This is an optimization exercise on Yosys and OpenROAD, whose aim is small area, a short achievable clock period and few clock cycles, not a production implementation.
Only the layout flow was run in this run; the RTL was not checked for function there.
No activity file was given, so power comes from the tool's default toggle rates.

==> design.v <==
module mips54(
input clk,
input rst,
output [31:0] pc,
input [31:0] inst,
output [31:0] dmem_addr,
output dmem_we,
output [3:0] dmem_wstrb,
output [31:0] dmem_wdata,
input [31:0] dmem_rdata
);
reg [31:0] pc_f;     
reg [31:0] ir;       
reg        m_we;
reg [31:0] m_addr;
reg [3:0]  m_strb;
reg [31:0] m_wdata;
reg        m_rwe;    
reg [4:0]  m_rd;
reg [31:0] m_res;
reg        m_ld;
reg [1:0]  m_lsz;    
reg        m_lsg;    
assign pc = pc_f;
assign dmem_addr = m_addr;
assign dmem_we = m_we;
assign dmem_wstrb = m_strb;
assign dmem_wdata = m_wdata;
wire [15:0] ld_h = m_addr[1] ? dmem_rdata[31:16] : dmem_rdata[15:0];
wire [7:0]  ld_b = m_addr[0] ? ld_h[15:8] : ld_h[7:0];
wire [31:0] ld_val = m_lsz[1] ? {{24{m_lsg & ld_b[7]}}, ld_b} :
                     m_lsz[0] ? {{16{m_lsg & ld_h[15]}}, ld_h} : dmem_rdata;
wire [31:0] wb_data = m_ld ? ld_val : m_res;
reg  [31:1]   gv;
wire [1023:0] gq;
assign gq[31:0] = 32'b0;
genvar gi;
generate for (gi = 1; gi < 32; gi = gi + 1) begin : GPR
  reg [31:0] r;
  always @(posedge clk)
    if (m_rwe && m_rd == gi) r <= wb_data;
  assign gq[gi*32 +: 32] = r;
end endgenerate
integer k;
always @(posedge clk or posedge rst)
  if (rst) gv <= 31'b0;
  else for (k = 1; k < 32; k = k + 1)
    if (m_rwe && m_rd == k) gv[k] <= 1'b1;
function [31:0] onehot32(input [4:0] i);
  onehot32 = 32'b1 << i;
endfunction
function [31:0] rdport(input [1023:0] q, input [31:0] sel);
  integer j;
  begin
    rdport = 32'b0;
    for (j = 0; j < 32; j = j + 1)
      rdport = rdport | (q[j*32 +: 32] & {32{sel[j]}});
  end
endfunction
wire [5:0]  op  = ir[31:26];
wire [4:0]  rs  = ir[25:21];
wire [4:0]  rt  = ir[20:16];
wire [4:0]  rd  = ir[15:11];
wire [4:0]  sa  = ir[10:6];
wire [5:0]  fn  = ir[5:0];
wire [15:0] imm = ir[15:0];
wire rtype  = (op == 6'h00);
wire d_sll  = rtype & (fn == 6'h00);
wire d_srl  = rtype & (fn == 6'h02);
wire d_sra  = rtype & (fn == 6'h03);
wire d_sllv = rtype & (fn == 6'h04);
wire d_srlv = rtype & (fn == 6'h06);
wire d_srav = rtype & (fn == 6'h07);
wire d_jr   = rtype & (fn == 6'h08);
wire d_jalr = rtype & (fn == 6'h09);
wire d_sysc = rtype & (fn == 6'h0c);
wire d_brk  = rtype & (fn == 6'h0d);
wire d_mfhi = rtype & (fn == 6'h10);
wire d_mthi = rtype & (fn == 6'h11);
wire d_mflo = rtype & (fn == 6'h12);
wire d_mtlo = rtype & (fn == 6'h13);
wire d_mult = rtype & (fn == 6'h18);
wire d_multu= rtype & (fn == 6'h19);
wire d_div  = rtype & (fn == 6'h1a);
wire d_divu = rtype & (fn == 6'h1b);
wire d_add  = rtype & (fn == 6'h20);
wire d_addu = rtype & (fn == 6'h21);
wire d_sub  = rtype & (fn == 6'h22);
wire d_subu = rtype & (fn == 6'h23);
wire d_and  = rtype & (fn == 6'h24);
wire d_or   = rtype & (fn == 6'h25);
wire d_xor  = rtype & (fn == 6'h26);
wire d_nor  = rtype & (fn == 6'h27);
wire d_slt  = rtype & (fn == 6'h2a);
wire d_sltu = rtype & (fn == 6'h2b);
wire d_teq  = rtype & (fn == 6'h34);
wire d_bgez = (op == 6'h01);
wire d_j    = (op == 6'h02);
wire d_jal  = (op == 6'h03);
wire d_beq  = (op == 6'h04);
wire d_bne  = (op == 6'h05);
wire d_addi = (op == 6'h08);
wire d_addiu= (op == 6'h09);
wire d_slti = (op == 6'h0a);
wire d_sltiu= (op == 6'h0b);
wire d_andi = (op == 6'h0c);
wire d_ori  = (op == 6'h0d);
wire d_xori = (op == 6'h0e);
wire d_lui  = (op == 6'h0f);
wire cop0   = (op == 6'h10);
wire d_mfc0 = cop0 & (rs == 5'b00000);
wire d_mtc0 = cop0 & (rs == 5'b00100);
wire d_eret = cop0 & (rs == 5'b10000);
wire d_clz  = (op == 6'h1c);
wire d_lb   = (op == 6'h20);
wire d_lh   = (op == 6'h21);
wire d_lw   = (op == 6'h23);
wire d_lbu  = (op == 6'h24);
wire d_lhu  = (op == 6'h25);
wire d_sb   = (op == 6'h28);
wire d_sh   = (op == 6'h29);
wire d_sw   = (op == 6'h2b);
wire is_load  = d_lb | d_lh | d_lw | d_lbu | d_lhu;
wire is_store = d_sb | d_sh | d_sw;
wire touch_hl = d_mfhi | d_mflo | d_mthi | d_mtlo | d_mult | d_multu | d_div | d_divu;
wire uses_rs = ~(d_j | d_jal | cop0);
wire uses_rt = rtype | d_beq | d_bne | is_store | d_mtc0;
reg md_busy;
wire lu_stall = m_ld & m_rwe & ((uses_rs & (m_rd == rs)) | (uses_rt & (m_rd == rt)));
wire md_stall = md_busy & touch_hl;
wire stall = lu_stall | md_stall;
wire [31:0] rf_s = rdport(gq, onehot32(rs) & {gv, 1'b0});
wire [31:0] rf_t = rdport(gq, onehot32(rt) & {gv, 1'b0});
wire fw_s = m_rwe & (m_rd == rs);
wire fw_t = m_rwe & (m_rd == rt);
wire [31:0] va = fw_s ? m_res : rf_s;
wire [31:0] vb = fw_t ? m_res : rf_t;
wire use_imm = d_addi | d_addiu | d_slti | d_sltiu | d_andi | d_ori | d_xori | is_load | is_store;
wire zimm    = d_andi | d_ori | d_xori;
wire [31:0] immx = {{16{imm[15] & ~zimm}}, imm};
wire [31:0] opb = use_imm ? immx : vb;
wire do_sub = d_sub | d_subu | d_slt | d_sltu | d_slti | d_sltiu;
wire [32:0] sum = {1'b0, va} + {1'b0, opb ^ {32{do_sub}}} + {32'b0, do_sub};
wire lt_u = ~sum[32];
wire lt_s = (va[31] ^ opb[31]) ? va[31] : sum[31];
function [31:0] rev32(input [31:0] x);
  integer j;
  for (j = 0; j < 32; j = j + 1) rev32[j] = x[31-j];
endfunction
wire sh_var = d_sllv | d_srlv | d_srav;
wire sh_l   = d_sll | d_sllv;
wire sh_a   = d_sra | d_srav;
wire [4:0]  sh_n = sh_var ? va[4:0] : sa;
wire sh_big = sh_var & (|va[31:5]);
wire sh_fill = sh_a & vb[31];
wire [31:0] sh_in = sh_l ? rev32(vb) : vb;
wire [63:0] sh_x = {{32{sh_fill}}, sh_in} >> sh_n;
wire [31:0] sh_r = sh_big ? {32{sh_fill}} : sh_x[31:0];
wire [31:0] sh_out = sh_l ? rev32(sh_r) : sh_r;
function [5:0] clz32(input [31:0] x);
  integer j;
  reg found;
  begin
    clz32 = 6'd32;
    found = 1'b0;
    for (j = 31; j >= 0; j = j - 1)
      if (!found && x[j]) begin clz32 = 31 - j; found = 1'b1; end
  end
endfunction
reg [31:0] c0_status, c0_cause, c0_epc;
reg [31:0] cv;               
wire [1023:0] cq;
generate for (gi = 0; gi < 32; gi = gi + 1) begin : CP0R
  if (gi == 12) begin : ST
    assign cq[gi*32 +: 32] = c0_status;
  end else if (gi == 13) begin : CA
    assign cq[gi*32 +: 32] = c0_cause;
  end else if (gi == 14) begin : EP
    assign cq[gi*32 +: 32] = c0_epc;
  end else begin : R
    reg [31:0] r;
    always @(posedge clk)
      if (!stall && d_mtc0 && rd == gi) r <= vb;
    assign cq[gi*32 +: 32] = r;
  end
end endgenerate
always @(posedge clk or posedge rst)
  if (rst) cv <= 32'b0;
  else for (k = 0; k < 32; k = k + 1)
    if (!stall && d_mtc0 && rd == k) cv[k] <= 1'b1;
wire [31:0] c0_rd = rdport(cq, onehot32(rd) & (cv | 32'h00007000));
reg [31:0] hi, lo;
wire eq = (va == vb);
wire br_taken = (d_beq & eq) | (d_bne & ~eq) | (d_bgez & ~va[31]);
wire exc = d_sysc | d_brk | (d_teq & eq);
wire [4:0] exc_code = d_sysc ? 5'd8 : d_brk ? 5'd9 : 5'd13;
wire jmp = d_j | d_jal;
wire jreg = d_jr | d_jalr;
wire redirect = ~stall & (br_taken | jmp | jreg | d_eret | exc);
wire [31:0] br_target = pc_f + {{14{imm[15]}}, imm, 2'b00};
wire [31:0] target = exc ? 32'h00400004 :
                     d_eret ? c0_epc :
                     jreg ? va :
                     jmp ? {pc_f[31:28], ir[25:0], 2'b00} : br_target;
wire r_add = d_add | d_addu | d_sub | d_subu | d_addi | d_addiu;
wire r_slt = d_slt | d_slti;
wire r_sltu = d_sltu | d_sltiu;
wire r_and = d_and | d_andi;
wire r_or  = d_or | d_ori;
wire r_xor = d_xor | d_xori;
wire r_sh  = d_sll | d_srl | d_sra | d_sllv | d_srlv | d_srav;
wire r_link = d_jal | d_jalr;
wire [31:0] res =
    ({32{r_add}}  & sum[31:0]) |
    ({32{r_slt}}  & {31'b0, lt_s}) |
    ({32{r_sltu}} & {31'b0, lt_u}) |
    ({32{r_and}}  & (va & opb)) |
    ({32{r_or}}   & (va | opb)) |
    ({32{r_xor}}  & (va ^ opb)) |
    ({32{d_nor}}  & ~(va | opb)) |
    ({32{d_lui}}  & {imm, 16'b0}) |
    ({32{r_sh}}   & sh_out) |
    ({32{d_clz}}  & {26'b0, clz32(va)}) |
    ({32{r_link}} & pc_f) |
    ({32{d_mfhi}} & hi) |
    ({32{d_mflo}} & lo) |
    ({32{d_mfc0}} & c0_rd);
wire wr_rd = d_add | d_addu | d_sub | d_subu | d_and | d_or | d_xor | d_nor |
             d_slt | d_sltu | r_sh | d_jalr | d_mfhi | d_mflo | d_clz;
wire wr_rt = d_addi | d_addiu | d_slti | d_sltiu | d_andi | d_ori | d_xori |
             d_lui | is_load | d_mfc0;
wire [4:0] dest = d_jal ? 5'd31 : wr_rd ? rd : rt;
wire rwe_x = (wr_rd | wr_rt | d_jal) & (dest != 5'd0);
always @(posedge clk or posedge rst)
  if (rst) begin
    pc_f <= 32'h00400000;
    ir <= 32'b0;
  end else if (redirect) begin
    pc_f <= target;
    ir <= 32'b0;
  end else if (!stall) begin
    pc_f <= pc_f + 32'd4;
    ir <= inst;
  end
always @(posedge clk or posedge rst)
  if (rst) begin
    m_we <= 1'b0;
    m_rwe <= 1'b0;
  end else begin
    m_we <= ~stall & is_store;
    m_rwe <= ~stall & rwe_x;
  end
always @(posedge clk) begin
  m_addr <= sum[31:0];
  m_strb <= d_sw ? 4'b1111 : d_sh ? (sum[1] ? 4'b1100 : 4'b0011) : (4'b0001 << sum[1:0]);
  m_wdata <= d_sw ? vb : d_sh ? {2{vb[15:0]}} : {4{vb[7:0]}};
  m_rd <= dest;
  m_res <= res;
  m_ld <= is_load;
  m_lsz <= {d_lb | d_lbu, d_lh | d_lhu};
  m_lsg <= d_lb | d_lh;
end
always @(posedge clk or posedge rst)
  if (rst) begin
    c0_status <= 32'b0;
    c0_cause <= 32'b0;
    c0_epc <= 32'b0;
  end else if (!stall) begin
    if (d_mtc0) begin
      if (rd == 5'd12) c0_status <= vb;
      if (rd == 5'd13) c0_cause <= vb;
      if (rd == 5'd14) c0_epc <= vb;
    end else if (exc) begin
      c0_status <= c0_status << 5;
      c0_cause <= {25'b0, exc_code, 2'b00};
      c0_epc <= pc_f;
    end else if (d_eret) begin
      c0_status <= c0_status >> 5;
    end
  end
reg        md_div;
reg [4:0]  md_cnt;
reg [32:0] md_a;
reg        md_sg, md_nq, md_nr;
wire [8:0]  mul_c = {md_sg & (md_cnt[1:0] == 2'd3) & lo[7], lo[7:0]};
wire [41:0] mul_t = $signed({md_sg & hi[31], hi}) + $signed(md_a) * $signed(mul_c);
wire [32:0] dv_r1 = {hi, lo[31]};
wire [33:0] dv_d1 = {1'b0, dv_r1} - {2'b0, md_a[31:0]};
wire        dv_q1 = ~dv_d1[33];
wire [31:0] dv_s1 = dv_q1 ? dv_d1[31:0] : dv_r1[31:0];
wire [32:0] dv_r2 = {dv_s1, lo[30]};
wire [33:0] dv_d2 = {1'b0, dv_r2} - {2'b0, md_a[31:0]};
wire        dv_q2 = ~dv_d2[33];
wire [31:0] dv_s2 = dv_q2 ? dv_d2[31:0] : dv_r2[31:0];
wire [31:0] abs_a = (d_div & va[31]) ? -va : va;
wire [31:0] abs_b = (d_div & vb[31]) ? -vb : vb;
always @(posedge clk or posedge rst)
  if (rst) begin
    hi <= 32'b0;
    lo <= 32'b0;
    md_busy <= 1'b0;
  end else if (md_busy) begin
    if (!md_div) begin
      hi <= mul_t[39:8];
      lo <= {mul_t[7:0], lo[31:8]};
      if (md_cnt[1:0] == 2'd3) md_busy <= 1'b0;
    end else if (md_cnt[4]) begin
      if (md_nr) hi <= -hi;
      if (md_nq) lo <= -lo;
      md_busy <= 1'b0;
    end else begin
      hi <= dv_s2;
      lo <= {lo[29:0], dv_q1, dv_q2};
    end
  end else if (!stall) begin
    if (d_mthi) hi <= va;
    if (d_mtlo) lo <= va;
    if (d_mult | d_multu) begin
      hi <= 32'b0;
      lo <= vb;
      md_busy <= 1'b1;
    end
    if (d_div | d_divu) begin
      hi <= 32'b0;
      lo <= abs_a;
      md_busy <= 1'b1;
    end
  end
always @(posedge clk)
  if (md_busy) md_cnt <= md_cnt + 5'd1;
  else if (!stall) begin
    md_cnt <= 5'd0;
    md_div <= d_div | d_divu;
    md_sg <= d_mult;
    md_a <= (d_div | d_divu) ? {1'b0, abs_b} : {d_mult & va[31], va};
    md_nq <= d_div & (va[31] ^ vb[31]);
    md_nr <= d_div & va[31];
  end
endmodule
==> run.sh <==
#!/bin/bash
# synth_recipe.tcl (not shown) runs the flow's synth.tcl, then flattens the netlist and writes it again
# the make line also repeats each setting of config.mk as NAME=value (left out here)
make -C /OpenROAD-flow-scripts/flow DESIGN_CONFIG=/design/flow/config.mk WORK_HOME=/design/flow/orfs CLKGATE_MAP_FILE= SYNTH_SCRIPT=/design/flow/synth_recipe.tcl finish
==> config.mk <==
export PLATFORM = sky130hd
export DESIGN_NAME = mips54
export DESIGN_NICKNAME = mips54
export VERILOG_FILES = /design/flow/design.v
export SDC_FILE = /design/flow/constraint.sdc
export NUM_CORES = 8
export LEC_CHECK = 0
export CAP_MARGIN = 20
export CORE_MARGIN = 2
export CORE_UTILIZATION = 40
export SLEW_MARGIN = 20
==> constraint.sdc <==
create_clock -name core_clock -period 20.0 [get_ports {clk}]
set_input_delay 4.0000 -clock core_clock [delete_from_list [all_inputs] [get_ports {clk}]]
set_output_delay 4.0000 -clock core_clock [all_outputs]
set_load 0.01 [all_outputs]
==> run notes <==
## report_power, final
part | leakage (nW) | internal (mW) | switching [mW]
Combinational | 24.2 | 2.82 | 6.29
Sequential | 22.8 | 5.81 | 0.577
Clock | 4.34 | 2.90 | 2.27
Total | 51.4 | 11.5 | 9.14
## metrics by stage
step	std cells	area [um2]	util (%)	worst slack, ns
3_5_place_dp	15700	138000	42.9	9.89
3_3_place_gp	15700	138000	42.9	9.58
5_1_grt	16200	147000	45.7	9.20
2_1_floorplan	11600	129000	-	8.08
6_report	16300	147000	45.8	9.83
4_1_cts	16200	147000	45.7	9.81
## cell usage after synthesis (116+ instances only)
cell,n,area share [%]
edfxtp_1,1962,46
nand2_1,1099,3.2
nand3_1,716,2.8
nand4_1,650,3.2
clkbuf_1,613,1.8
nor2_1,590,1.7
inv_1,416,1.2
o21ai_0,407,1.6
a21oi_1,400,1.6
dfrtp_1,286,5.6
ha_1,285,2.8
fa_1,270,4.2
nor3_1,255,0.99
a22o_1,233,1.6
a22oi_1,232,1.4
a221oi_1,228,1.5
o2111ai_1,224,1.5
xnor2_1,203,1.4
buf_2,199,0.77
or3_1,183,0.89
mux2i_1,164,1.3
nor4_1,117,0.57
and3_1,116,0.56
## final timing paths
| check | startpoint | end | slack, ns | cells past startpoint |
|---|---|---|---|---|
| min in group asynchronous | rst | ir[2] | 3.61 | 2 |
| max in group asynchronous | rst | gv[16] | 14.21 | 4 |
| max reg2reg | md_a[1] | hi[22] | 9.83 | 32 |
| min | cv[26] | cv[26] | 0.46 | 1 |
| max | md_a[1] | hi[22] | 9.83 | 32 |
| min reg2reg | cv[26] | cv[26] | 0.46 | 1 |
## kinds of logic after synthesis
| family | synth area share (%) |
|---|---|
| buffers and inverters | 4.42 |
| DFF | 53.0 |
| xor gates and xnor gates | 1.93 |
| adders and majority gates | 6.96 |
| AOI/OAI and AO/OA | 14.9 |
| and+or+nand+nor | 16.5 |
| muxes | 2.30 |
## metal layers
| metal | vias up | GRT usage (%) | share of wire (%) |
|---|---|---|---|
| met1 | 60900 | 57.1 | 35 |
| met4 | 52 | 32.8 | 9.5 |
| met3 | 3796 | 21.2 | 16 |
| met2 | 13200 | 62.9 | 39 |
| met5 | - | 0.250 | 0.074 |
| li1 | 45100 | - | - |
## worst max-delay path: cells and delay by family, from the launching register on
family,cells,cell delay (ns)
fa+ha+maj,2,0.61
compound gates,17,5.59
mux,1,0.40
buf+inv,5,1.25
flops,1,0.52
simple gates,7,1.55
## cell type report
type	count	area (um2)
fill	29500	174000
sequential	2358	68300
multi-input combinational	7901	56300
clock buffer	340	7280
timing repair buffer	731	6130
tap	4305	5390
clock inverter	152	1660
inverter	420	1580
antenna	129	323
==> flow_metrics.env <==
export IMPL_status="timing/DRC/antenna clean"
export IMPL_arrival_ns=10.97
export IMPL_finalHoldViolCount=0
export IMPL_reg_top3="GPR.r x992, CP0R.genblk1.genblk1.R.r x928, md_a x33"
export IMPL_netlist_area_mm2=0.129
export IMPL_yosysUniqueCellTypes=122
export IMPL_postCtsSetupBuffers=0
export IMPL_syn_nets=12300
export IMPL_post_cts_resized=0
export IMPL_rsz0062_at_grt="no"
export IMPL_holdBufCountCts=0
export IMPL_hold_ws_ns=0.457
export IMPL_slowest_stage="a2111oi_0"
export IMPL_grtUsageTotal_pct=46.1
export IMPL_core_area_mm2=0.321
export IMPL_antenna_found_initial=112
export IMPL_path_max_fanout=38
export IMPL_cts_tree="built"
export IMPL_die_w_um=572
export IMPL_synthCells=11600
export IMPL_synth_edff_count=1962
export IMPL_drtIter0Drc=25500
export IMPL_tightest_slew_ns=1.32
export IMPL_drc=0
export IMPL_fin_worst_skew_ns=0.0630
export IMPL_ant_nets=0
export IMPL_grt_overflow=0
export IMPL_power_mw=20.7
export IMPL_root_buffer="clkbuf_16"
export IMPL_crit_path_frequent_cell="o21ai_0"
export IMPL_largest_reg_flops=992
export IMPL_grt_max_degree=102
export IMPL_cts_sinks=2358
export IMPL_place_congestion=1.07
export IMPL_fin_crit_ns=10.17
export IMPL_max_vdd_ir_drop_mv=0.130
export IMPL_fin_crit_sh_pct=50.8
export IMPL_synth_area_per_cell_um2=11.1
export IMPL_clock_latency_ns=0.97
export IMPL_critPathKind="reg -> reg"
export IMPL_slew_viol_final=0
export IMPL_clockBufferDepth=4
export IMPL_die_area_mm2=0.327
export IMPL_fp_dieH_um=572
export IMPL_synth_ff_type="edfxtp_1"
export IMPL_end_kind="flip-flop"
export IMPL_ys_ff_latch=2358
export IMPL_hold_path_class="reg -> reg"
export IMPL_area_growth_pct=14.1
export IMPL_cts_buffers=271
export IMPL_setup_violations=0
export IMPL_vias=123000
export IMPL_setup_tns_final_ns=0
export IMPL_powerDensity_mw_per_mm2=141
export IMPL_wire_per_inst_um=47.3
export IMPL_drtPass1Iterations=13
export IMPL_cp_start_kind="flip-flop"
export IMPL_dp_hpwl_um=491000
export IMPL_io_pins=167
export IMPL_fin_nets=12300
export IMPL_yosysSeqAreaShare_pct=53.0
export IMPL_top_register="GPR.r"
export IMPL_slowest_delay_ns=0.98
export IMPL_synth_warnings=1
export IMPL_async_reset_ff_share_pct=12.2
export IMPL_max_freq_mhz=98.3
export IMPL_grt_pass1_vias=112000
export IMPL_drive_gt1_share_pct=12.6
export IMPL_initial_core_util_pct=40.2
export IMPL_numPortBuffers=166
export IMPL_num_rows=208
export IMPL_grt_pass1_wl_um=1020000
export IMPL_final_common_cell="edfxtp_1"
export IMPL_routed_wl_um=773000
export IMPL_mostFrequentLayoutCells="1962 x edfxtp_1, 1089 x nand2_1, 714 x nand3_1, 650 x nand4_1, 546 x buf_4"
export IMPL_vias_per_cell=7.53
export IMPL_p_leak_nw=51.4
export IMPL_clk_pin_slew_worst_paths_ns=0.07
export IMPL_cap_violations=0
export IMPL_h_tree_depth=5
export IMPL_slew_headroom_pct=11.5
export IMPL_critPathRequiredTime_ns=20.80

[port drivers added, routing unchanged]
Ports are ideal in the flow. The routed layout listed here was re-timed in OpenROAD. Step 1 assumes that a clkbuf_16 drives the clock port and a buf_2 every other input. Step 2 moves the port delays by t, midway between the first and last clock arrival at a register: inputs arrive t later, outputs are due t later. That takes back most of the time a late clock gives input paths. a / b / c = ideal / step 1 / step 2; a / b = the first two.
t, ns: 1.044
slack for setup (ns): 9.832 / 9.832 / 9.832
hold slack, ns: 0.457 / 0.457 / 0.457
slew at the worst register clock pin (ns): 0.07 / 0.07
After both steps this run still meets setup and hold. For this run, drivers alone change the setup slack by 0.000 ns; drivers and shift together by 0.000 ns.
